This design comes from an exercise in tuning for small area on the open sky130 flow, not from production work. Where RTL was checked, it was by simulation tests only, not by an equivalence proof against the original. The clock port is modelled as an ideal driver, which makes a skipped or thinned clock tree look cheaper than it is; a real chip needs a root buffer or a tree. Power and IR drop assume default switching activity.

// mtm_Alu
module mtm_Alu (
    input  wire clk,    
    input  wire rst_n,  
    input  wire sin,    
    output wire sout    
);
==> module mtm_Alu, before the edit <==
module mtm_Alu (
    input  wire clk,    
    input  wire rst_n,  
    input  wire sin,    
    output wire sout    
);
localparam [1:0] RX = 2'd0, CP = 2'd1, TX = 2'd2, TE = 2'd3;
reg  [1:0]  ph;
reg  [3:0]  bc;
reg  [3:0]  fc;
reg  [64:0] q;       
reg         p;       
reg         ls, rs;  
reg         sd;      
reg         dly;     
reg         t;       
reg  [3:0]  crc;     
reg         op2, op0;
reg         cf;      
wire rx = (ph == RX);
wire cp = (ph == CP);
wire tx = (ph == TX);
wire te = (ph == TE);
wire pay   = !bc[3];                 
wire b7    = (bc == 4'd7);
wire b8    = (bc == 4'd8);
wire full  = !fc[3] && fc[2] && fc[1];  
wire tend  = tx && b8 && fc[2] && fc[0];
wire eend  = te && b7;
wire a   = q[0] ^ p;
wire b   = q[32] ^ p;
wire c   = op2 ? (a ^ b ^ cf) : (op0 ? (a | b) : (a & b));
wire cfn = op2 & (((a ^ op0) & b) | (((a ^ op0) | b) & cf));
wire step = cp && rs && !dly;    
reg  tbit;
always @* begin
    if (te)
        case ({t && full, dly})
            2'b11:   tbit = 8'b11001001 >> bc[2:0];    
            2'b10:   tbit = 8'b10100101 >> bc[2:0];    
            default: tbit = 8'b10010011 >> bc[2:0];    
        endcase
    else if (fc[2])
        tbit = (bc[2:0] == 3'd0) ? 1'b0 : (bc[2:0] == 3'd4) ? (q[63] ^ p) :
               bc[2] ? crc[2] : cf;    
    else
        tbit = q[31] ^ p;
end
wire cd  = ph[1] ? tbit : (sin | (t && bc == 4'd0));    
wire cfb = cd ^ (ph[1] ? crc[2] : crc[3]);
wire crc_ok = (crc[2:0] == 3'd0) && !cfb;
wire push = rx && !t && (pay || (b8 && dly));
wire txsh = tx && pay && !fc[2];
wire up_n = ls && !push && !txsh;
reg  [1:0] ph_n;
reg  [3:0] bc_n, fc_n;
always @* begin
    ph_n = ph;
    fc_n = fc;
    if (rx && b8)
        bc_n = sin ? bc : 4'd15;
    else if (tend || (cp && !step))
        bc_n = bc;
    else
        bc_n = bc + 4'd1;
    if ((b7 && (tx || step || (rx && !t))) || tend)    
        fc_n = fc + 4'd1;
    if (rx && b7 && (t || full)) begin
        if (t && full && !dly && crc_ok) begin
            ph_n = CP;
        end else begin
            ph_n = TE;
        end
    end
    if (step && b7 && fc[0])
        ph_n = TX;
    if (tend)
        ph_n = RX;
    if (eend) begin
        ph_n = RX;
        fc_n = 4'd14;
    end
    if (!rst_n) begin
        ph_n = RX;
        bc_n = 4'd8;
        fc_n = 4'd14;
    end
end
wire cp_n   = cp && !(step && b7 && fc[0]);
wire push_n = rx && !t && ((!bc[3] && !b7) || (b7 && dly));
wire txsh_n = tx && !fc[2] && ((!bc[3] && !b7) || (bc == 4'd15));
wire ls_n   = push_n || txsh_n || (!cp_n && !up_n);
wire lo  = (dly ? sd : sin) ^ p;
wire hi  = 1'b0;
wire mid = step ? (c ^ p) : q[32];
integer i;
always @(posedge clk) begin
    p   <= !p;
    ls  <= ls_n;
    rs  <= !ls_n;
    ph  <= ph_n;
    bc  <= bc_n;
    fc  <= fc_n;
    q[0]  <= !((lo | rs) & (q[1] | ls));
    for (i = 1; i < 64; i = i + 1)
        if (i != 31) q[i] <= !((q[i-1] | rs) & (q[i+1] | ls));
    q[31] <= !((q[30] | rs) & (mid | ls));
    q[64] <= !((q[63] | rs) & (hi | ls));
    if (!cp && pay) crc <= {crc[2:0], 1'b0} ^ {2'b00, cfb, cfb};
    if (tend || eend) crc <= 4'd0;
    if (rx) sd <= sin;
    if (rx) begin
        if (bc == 4'd15) t <= sin;
        if (b8) dly <= 1'b0;
        if (!t && bc == 4'd0) dly <= rs;    
        if (t && bc == 4'd2) dly <= sin;
        if (t && bc == 4'd1) op2 <= sin;
        if (t && bc == 4'd3) op0 <= sin;
        cf <= 1'b0;
    end
    if (ph_n == CP) dly <= up_n;
    if (ph[1] && fc[2] && pay && bc[2:0] != 3'd0) begin    
        cf <= sd;
        sd <= t;
    end
    if (step) begin
        cf <= cfn;
        sd <= cf ^ cfn;
        t  <= t & !c;
    end
    if (!rst_n) begin
        p   <= 1'b0;
        ls  <= 1'b1;
        rs  <= 1'b0;
        crc <= 4'd0;
    end
end
assign sout = (rx || cp) || !((bc == 4'd14) || ((bc == 4'd15) && tx && !fc[2]) || (pay && !tbit));
endmodule
clock: 8.0 ns
lec_check: 0
abc_area: 1
cap_margin: 20
core_margin: 2
core_utilization: 40
slew_margin: 20
standard.sh (not shown) runs the stock make flow with config.mk's settings and CLKGATE_MAP_FILE= SYNTH_SCRIPT=/design/flow/synth_recipe.tcl, a recipe that flattens the netlist after the stock synthesis.
==> flow/flow/run.sh <==
#!/bin/bash
# The standard layout (standard.sh, standard synthesis unchanged), with these changes:
#  - the port buffers are buf_1 cells;
#  - after clock tree synthesis, flow/clocktree.tcl replaces its tree by three clkbuf_16
#    buffers fed by the clock port, each driving the clock pins of a third of the
#    flip-flops (cut by position); the rest of the flow (routing, finish) is standard.
# Logs: standard_cts.log and standard.log (make's output), clocktree.log (OpenROAD's),
# and each ORFS step's full log under orfs/logs.
set -euo pipefail
export CTS_ARGS="-sink_clustering_enable -repair_clock_nets -dont_use_dummy_load"
export BUFFER_PORTS_ARGS="-buffer_cell sky130_fd_sc_hd__buf_1"
bash standard.sh cts > standard_cts.log 2>&1
R=orfs/results/${FLOW_PLATFORM}/mtm_Alu/base
LIB=$(ls ${FLOW_HOME}/platforms/${FLOW_PLATFORM}/lib/sky130_fd_sc_hd__tt_025C_1v80.lib) \
PLATFORM_DIR=${FLOW_HOME}/platforms/${FLOW_PLATFORM} \
IN_ODB=$R/4_cts.odb IN_SDC=$R/4_cts.sdc OUT_ODB=$R/4_cts_new.odb \
NBUF=3 BUFCELL=sky130_fd_sc_hd__clkbuf_16 \
  openroad -no_init -exit flow/clocktree.tcl > clocktree.log 2>&1
cp $R/4_cts_new.odb $R/4_1_cts.odb
sleep 1
cp $R/4_cts_new.odb $R/4_cts.odb
rm -f $R/4_cts_new.odb
bash standard.sh > standard.log 2>&1
Other scripts of this flow, unchanged in this note and not shown: flow/flow/clocktree.tcl
Rerun with:
--- a/flow/design.v
+++ b/flow/design.v
@@ -23,14 +23,13 @@
 wire tx = (ph == TX);
 wire te = (ph == TE);
 wire pay   = !bc[3];                 
 wire b7    = (bc == 4'd7);
 wire b8    = (bc == 4'd8);
 wire full  = !fc[3] && fc[2] && fc[1];  
-wire tend  = tx && b8 && fc[2] && fc[0];
-wire eend  = te && b7;
+wire rend  = ph[1] && b7 && (ph[0] || fc[2]);    
 wire a   = q[0] ^ p;
 wire b   = q[32] ^ p;
 wire c   = op2 ? (a ^ b ^ cf) : (op0 ? (a | b) : (a & b));
 wire cfn = op2 & (((a ^ op0) & b) | (((a ^ op0) | b) & cf));
 wire step = cp && rs && !dly;    
 reg  tbit;
@@ -57,30 +56,28 @@
 reg  [3:0] bc_n, fc_n;
 always @* begin
     ph_n = ph;
     fc_n = fc;
     if (rx && b8)
         bc_n = sin ? bc : 4'd15;
-    else if (tend || (cp && !step))
+    else if (cp && !step)
         bc_n = bc;
     else
         bc_n = bc + 4'd1;
-    if ((b7 && (tx || step || (rx && !t))) || tend)    
+    if (b7 && (ph[1] || step || (rx && !t)))    
         fc_n = fc + 4'd1;
     if (rx && b7 && (t || full)) begin
         if (t && full && !dly && crc_ok) begin
             ph_n = CP;
         end else begin
             ph_n = TE;
         end
     end
     if (step && b7 && fc[0])
         ph_n = TX;
-    if (tend)
-        ph_n = RX;
-    if (eend) begin
+    if (rend) begin
         ph_n = RX;
         fc_n = 4'd14;
     end
     if (!rst_n) begin
         ph_n = RX;
         bc_n = 4'd8;
@@ -105,23 +102,23 @@
     q[0]  <= !((lo | rs) & (q[1] | ls));
     for (i = 1; i < 64; i = i + 1)
         if (i != 31) q[i] <= !((q[i-1] | rs) & (q[i+1] | ls));
     q[31] <= !((q[30] | rs) & (mid | ls));
     q[64] <= !((q[63] | rs) & (hi | ls));
     if (!cp && pay) crc <= {crc[2:0], 1'b0} ^ {2'b00, cfb, cfb};
-    if (tend || eend) crc <= 4'd0;
+    if (rend) crc <= 4'd0;
     if (rx) sd <= sin;
     if (rx) begin
         if (bc == 4'd15) t <= sin;
         if (b8) dly <= 1'b0;
         if (!t && bc == 4'd0) dly <= rs;    
         if (t && bc == 4'd2) dly <= sin;
-        if (t && bc == 4'd1) op2 <= sin;
-        if (t && bc == 4'd3) op0 <= sin;
-        cf <= 1'b0;
+        if (bc == 4'd1) op2 <= sin;    
+        if (bc == 4'd3) op0 <= sin;
     end
+    if (cp && !step) cf <= 1'b0;    
     if (ph_n == CP) dly <= up_n;
     if (ph[1] && fc[2] && pay && bc[2:0] != 3'd0) begin    
         cf <= sd;
         sd <= t;
     end
     if (step) begin
What happened: The new run completed with no timing, DRC or antenna violations; worst setup slack gets better by 0.16 ns; design area is higher by 0.67%; critical path depth went up by 1; routed wire length shrinks by 1.1%; total power falls by 2.0%; synthesized cell count goes up by 0.79%; utilization stays flat; maximum frequency came out higher by 4.5%; area after synthesis went up by 0.33%; sequential power is lower by about 1%; combinational power decreases by about 6%.
Function was not checked in any run of this note: the RTL went through the layout flow alone. No run of this note takes its clock network from TritonCTS; it comes from the design's own scripts or RTL.

========
the baseline:
The RTL this note starts from:
==> flow/design.v <==
`timescale 1ns/1ps
module mtm_Alu (
    input  wire clk,    
    input  wire rst_n,  
    input  wire sin,    
    output wire sout    
);
localparam [1:0] RX = 2'd0, CP = 2'd1, TX = 2'd2, TE = 2'd3;
reg  [1:0]  ph;
reg  [3:0]  bc;
reg  [3:0]  fc;
reg  [64:0] q;       
reg         p;       
reg         ls, rs;  
reg         sd;      
reg         dly;     
reg         t;       
reg  [3:0]  crc;     
reg         op2, op0;
reg         cf;      
wire rx = (ph == RX);
wire cp = (ph == CP);
wire tx = (ph == TX);
wire te = (ph == TE);
wire pay   = !bc[3];                 
wire b7    = (bc == 4'd7);
wire b8    = (bc == 4'd8);
wire full  = !fc[3] && fc[2] && fc[1];  
wire rend  = ph[1] && b7 && (ph[0] || fc[2]);    
wire a   = q[0] ^ p;
wire b   = q[32] ^ p;
wire c   = op2 ? (a ^ b ^ cf) : (op0 ? (a | b) : (a & b));
wire cfn = op2 & (((a ^ op0) & b) | (((a ^ op0) | b) & cf));
wire step = cp && rs && !dly;    
reg  tbit;
always @* begin
    if (te)
        case ({t && full, dly})
            2'b11:   tbit = 8'b11001001 >> bc[2:0];    
            2'b10:   tbit = 8'b10100101 >> bc[2:0];    
            default: tbit = 8'b10010011 >> bc[2:0];    
        endcase
    else if (fc[2])
        tbit = (bc[2:0] == 3'd0) ? 1'b0 : (bc[2:0] == 3'd4) ? (q[63] ^ p) :
               bc[2] ? crc[2] : cf;    
    else
        tbit = q[31] ^ p;
end
wire cd  = ph[1] ? tbit : (sin | (t && bc == 4'd0));    
wire cfb = cd ^ (ph[1] ? crc[2] : crc[3]);
wire crc_ok = (crc[2:0] == 3'd0) && !cfb;
wire push = rx && !t && (pay || (b8 && dly));
wire txsh = tx && pay && !fc[2];
wire up_n = ls && !push && !txsh;
reg  [1:0] ph_n;
reg  [3:0] bc_n, fc_n;
always @* begin
    ph_n = ph;
    fc_n = fc;
    if (rx && b8)
        bc_n = sin ? bc : 4'd15;
    else if (cp && !step)
        bc_n = bc;
    else
        bc_n = bc + 4'd1;
    if (b7 && (tx || step || (rx && !t)))    
        fc_n = fc + 4'd1;
    if (rx && b7 && (t || full)) begin
        if (t && full && !dly && crc_ok) begin
            ph_n = CP;
        end else begin
            ph_n = TE;
        end
    end
    if (step && b7 && fc[0])
        ph_n = TX;
    if (rend) begin
        ph_n = RX;
        fc_n = 4'd14;
    end
    if (!rst_n) begin
        ph_n = RX;
        bc_n = 4'd8;
        fc_n = 4'd14;
    end
end
wire cp_n   = cp && !(step && b7 && fc[0]);
wire push_n = rx && !t && ((!bc[3] && !b7) || (b7 && dly));
wire txsh_n = tx && !fc[2] && ((!bc[3] && !b7) || (bc == 4'd15));
wire ls_n   = push_n || txsh_n || (!cp_n && !up_n);
wire lo  = (dly ? sd : sin) ^ p;
wire hi  = 1'b0;
wire mid = step ? (c ^ p) : q[32];
integer i;
always @(posedge clk) begin
    p   <= !p;
    ls  <= ls_n;
    rs  <= !ls_n;
    ph  <= ph_n;
    bc  <= bc_n;
    fc  <= fc_n;
    q[0]  <= !((lo | rs) & (q[1] | ls));
    for (i = 1; i < 64; i = i + 1)
        if (i != 31) q[i] <= !((q[i-1] | rs) & (q[i+1] | ls));
    q[31] <= !((q[30] | rs) & (mid | ls));
    q[64] <= !((q[63] | rs) & (hi | ls));
    if (!cp && pay) crc <= {crc[2:0], 1'b0} ^ {2'b00, cfb, cfb};
    if (rend) crc <= 4'd0;
    if (rx) sd <= sin;
    if (rx) begin
        if (bc == 4'd15) t <= sin;
        if (b8) dly <= 1'b0;
        if (!t && bc == 4'd0) dly <= rs;    
        if (t && bc == 4'd2) dly <= sin;
        if (bc == 4'd1) op2 <= sin;    
        if (bc == 4'd3) op0 <= sin;
        cf <= 1'b0;
    end
    if (ph_n == CP) dly <= up_n;
    if (ph[1] && fc[2] && pay && bc[2:0] != 3'd0) begin    
        cf <= sd;
        sd <= t;
    end
    if (step) begin
        cf <= cfn;
        sd <= cf ^ cfn;
        t  <= t & !c;
    end
    if (!rst_n) begin
        p   <= 1'b0;
        ls  <= 1'b1;
        rs  <= 1'b0;
        crc <= 4'd0;
    end
end
assign sout = (rx || cp) || !((bc == 4'd14) || ((bc == 4'd15) && tx && !fc[2]) || (pay && !tbit));
endmodule
export LEC_CHECK = 0
export ABC_AREA = 1
export CAP_MARGIN = 20
export CORE_MARGIN = 2
export CORE_UTILIZATION = 40
export SLEW_MARGIN = 20
create_clock -name core_clock -period 8.0 [get_ports {clk}]
Scripts as last shown in full above: flow/flow/run.sh
Other scripts of this flow, unchanged in this note and not shown: flow/flow/clocktree.tcl
Input changes introduced in the candidate (baseline for comparison: the baseline):
--- a/flow/design.v
+++ b/flow/design.v
@@ -12,12 +12,14 @@
 reg  [64:0] q;       
 reg         p;       
 reg         ls, rs;  
+reg         up;      
 reg         sd;      
 reg         dly;     
 reg         t;       
 reg  [3:0]  crc;     
 reg         op2, op0;
 reg         cf;      
+reg         ov;      
 wire rx = (ph == RX);
 wire cp = (ph == CP);
 wire tx = (ph == TX);
@@ -26,12 +28,13 @@
 wire b7    = (bc == 4'd7);
 wire b8    = (bc == 4'd8);
 wire full  = !fc[3] && fc[2] && fc[1];  
-wire rend  = ph[1] && b7 && (ph[0] || fc[2]);    
+wire tend  = tx && b8 && fc[2] && fc[0];
+wire eend  = te && b8;
 wire a   = q[0] ^ p;
 wire b   = q[32] ^ p;
 wire c   = op2 ? (a ^ b ^ cf) : (op0 ? (a | b) : (a & b));
 wire cfn = op2 & (((a ^ op0) & b) | (((a ^ op0) | b) & cf));
-wire step = cp && rs && !dly;    
+wire step = cp && rs && !up;    
 reg  tbit;
 always @* begin
     if (te)
@@ -46,8 +49,8 @@
     else
         tbit = q[31] ^ p;
 end
-wire cd  = ph[1] ? tbit : (sin | (t && bc == 4'd0));    
-wire cfb = cd ^ (ph[1] ? crc[2] : crc[3]);
+wire cd  = tx ? tbit : (sin | (t && bc == 4'd0));
+wire cfb = cd ^ (tx ? crc[2] : crc[3]);
 wire crc_ok = (crc[2:0] == 3'd0) && !cfb;
 wire push = rx && !t && (pay || (b8 && dly));
 wire txsh = tx && pay && !fc[2];
@@ -59,22 +62,25 @@
     fc_n = fc;
     if (rx && b8)
         bc_n = sin ? bc : 4'd15;
-    else if (cp && !step)
+    else if (tend || eend || (cp && !step))
         bc_n = bc;
     else
         bc_n = bc + 4'd1;
-    if (b7 && (tx || step || (rx && !t)))    
+    if ((b7 && (tx || step || (rx && !t && !full))) || tend)
         fc_n = fc + 4'd1;
     if (rx && b7 && (t || full)) begin
         if (t && full && !dly && crc_ok) begin
             ph_n = CP;
         end else begin
             ph_n = TE;
+            bc_n = 4'd9;
         end
     end
     if (step && b7 && fc[0])
         ph_n = TX;
-    if (rend) begin
+    if (tend)
+        ph_n = RX;
+    if (eend) begin
         ph_n = RX;
         fc_n = 4'd14;
     end
@@ -85,7 +91,7 @@
     end
 end
 wire cp_n   = cp && !(step && b7 && fc[0]);
-wire push_n = rx && !t && ((!bc[3] && !b7) || (b7 && dly));
+wire push_n = rx && !t && ((!bc[3] && !b7) || (b7 && dly && !full));
 wire txsh_n = tx && !fc[2] && ((!bc[3] && !b7) || (bc == 4'd15));
 wire ls_n   = push_n || txsh_n || (!cp_n && !up_n);
 wire lo  = (dly ? sd : sin) ^ p;
@@ -93,43 +99,44 @@
 wire mid = step ? (c ^ p) : q[32];
 integer i;
 always @(posedge clk) begin
+    sd  <= sin;
     p   <= !p;
     ls  <= ls_n;
     rs  <= !ls_n;
     ph  <= ph_n;
     bc  <= bc_n;
     fc  <= fc_n;
+    up  <= up_n;
     q[0]  <= !((lo | rs) & (q[1] | ls));
     for (i = 1; i < 64; i = i + 1)
         if (i != 31) q[i] <= !((q[i-1] | rs) & (q[i+1] | ls));
     q[31] <= !((q[30] | rs) & (mid | ls));
     q[64] <= !((q[63] | rs) & (hi | ls));
     if (!cp && pay) crc <= {crc[2:0], 1'b0} ^ {2'b00, cfb, cfb};
-    if (rend) crc <= 4'd0;
-    if (rx) sd <= sin;
+    if (tend || eend) crc <= 4'd0;
     if (rx) begin
         if (bc == 4'd15) t <= sin;
         if (b8) dly <= 1'b0;
-        if (!t && bc == 4'd0) dly <= rs;    
+        if (!t && bc == 4'd0) dly <= up;
         if (t && bc == 4'd2) dly <= sin;
-        if (bc == 4'd1) op2 <= sin;    
-        if (bc == 4'd3) op0 <= sin;
+        if (t && bc == 4'd1) op2 <= sin;
+        if (t && bc == 4'd3) op0 <= sin;
         cf <= 1'b0;
     end
-    if (ph_n == CP) dly <= up_n;
-    if (ph[1] && fc[2] && pay && bc[2:0] != 3'd0) begin    
-        cf <= sd;
-        sd <= t;
+    if (tx && fc[2] && pay && bc[2:0] != 3'd0) begin
+        cf <= ov;
+        ov <= t;
     end
     if (step) begin
         cf <= cfn;
-        sd <= cf ^ cfn;
+        ov <= cf ^ cfn;
         t  <= t & !c;
     end
     if (!rst_n) begin
         p   <= 1'b0;
         ls  <= 1'b1;
         rs  <= 1'b0;
+        up  <= 1'b0;
         crc <= 4'd0;
     end
 end
Findings:
Sequential power was lower in the run labelled the baseline.
Re DRC marker count from the first detailed-route iteration: the baseline and the candidate aren't equal, and the higher value belongs to the baseline.
Any difference in final worst-path cycle share between the candidate and the baseline is small enough to ignore.
| wire length on met3 | the candidate vs the baseline | 29 um higher |
[compare] base=the baseline new=the candidate: sequential share of layout area fell 0.16 points; combinational group share of total power rose 0.8 points; cell count after placement rose 2.7%.
Diff the baseline -> the candidate: sequential cell count climbed 2, area overhead of the layout relative to synthesis barely changed, power climbed 4.7%.
No run of this note takes its clock network from TritonCTS; it comes from the design's own scripts or RTL.

[what the ideal ports hide]
The results above use ideal ports. As a check the final layouts listed here were re-extracted and re-timed, cells and wires unchanged.
Step 1 (the two cells are an assumption about what drives the block):
set clk [get_ports {clk}]
set_driving_cell -lib_cell sky130_fd_sc_hd__clkbuf_16 $clk
set_driving_cell -lib_cell sky130_fd_sc_hd__buf_2 [delete_from_list [all_inputs] $clk]
Step 2, shift: input delay + t, output delay - t, t = (earliest + latest rising clock arrival at the registers) / 2. This alone moves slack from input paths to output paths.
a / b / c = ideal ports / drivers / drivers and shift; a / b = the first two.
| run | shift t [ns] | setup WS [ns] | worst setup path at the end | worst slew at a driven data input, ns |
|---|---|---|---|---|
| the first run of note 1 | 0.225 | 4.381 / 4.318 / 4.543 | register to output | 0.03 |
| the second run of note 1 | 0.223 | 4.536 / 4.477 / 4.700 | register to output | 0.03 |
| the baseline | 0.219 | 4.524 / 4.469 / 4.688 | register to output | 0.03 |
| the candidate | 0.224 | 4.524 / 4.464 / 4.688 | register to output | 0.04 |
After both steps every run listed still meets setup and hold.
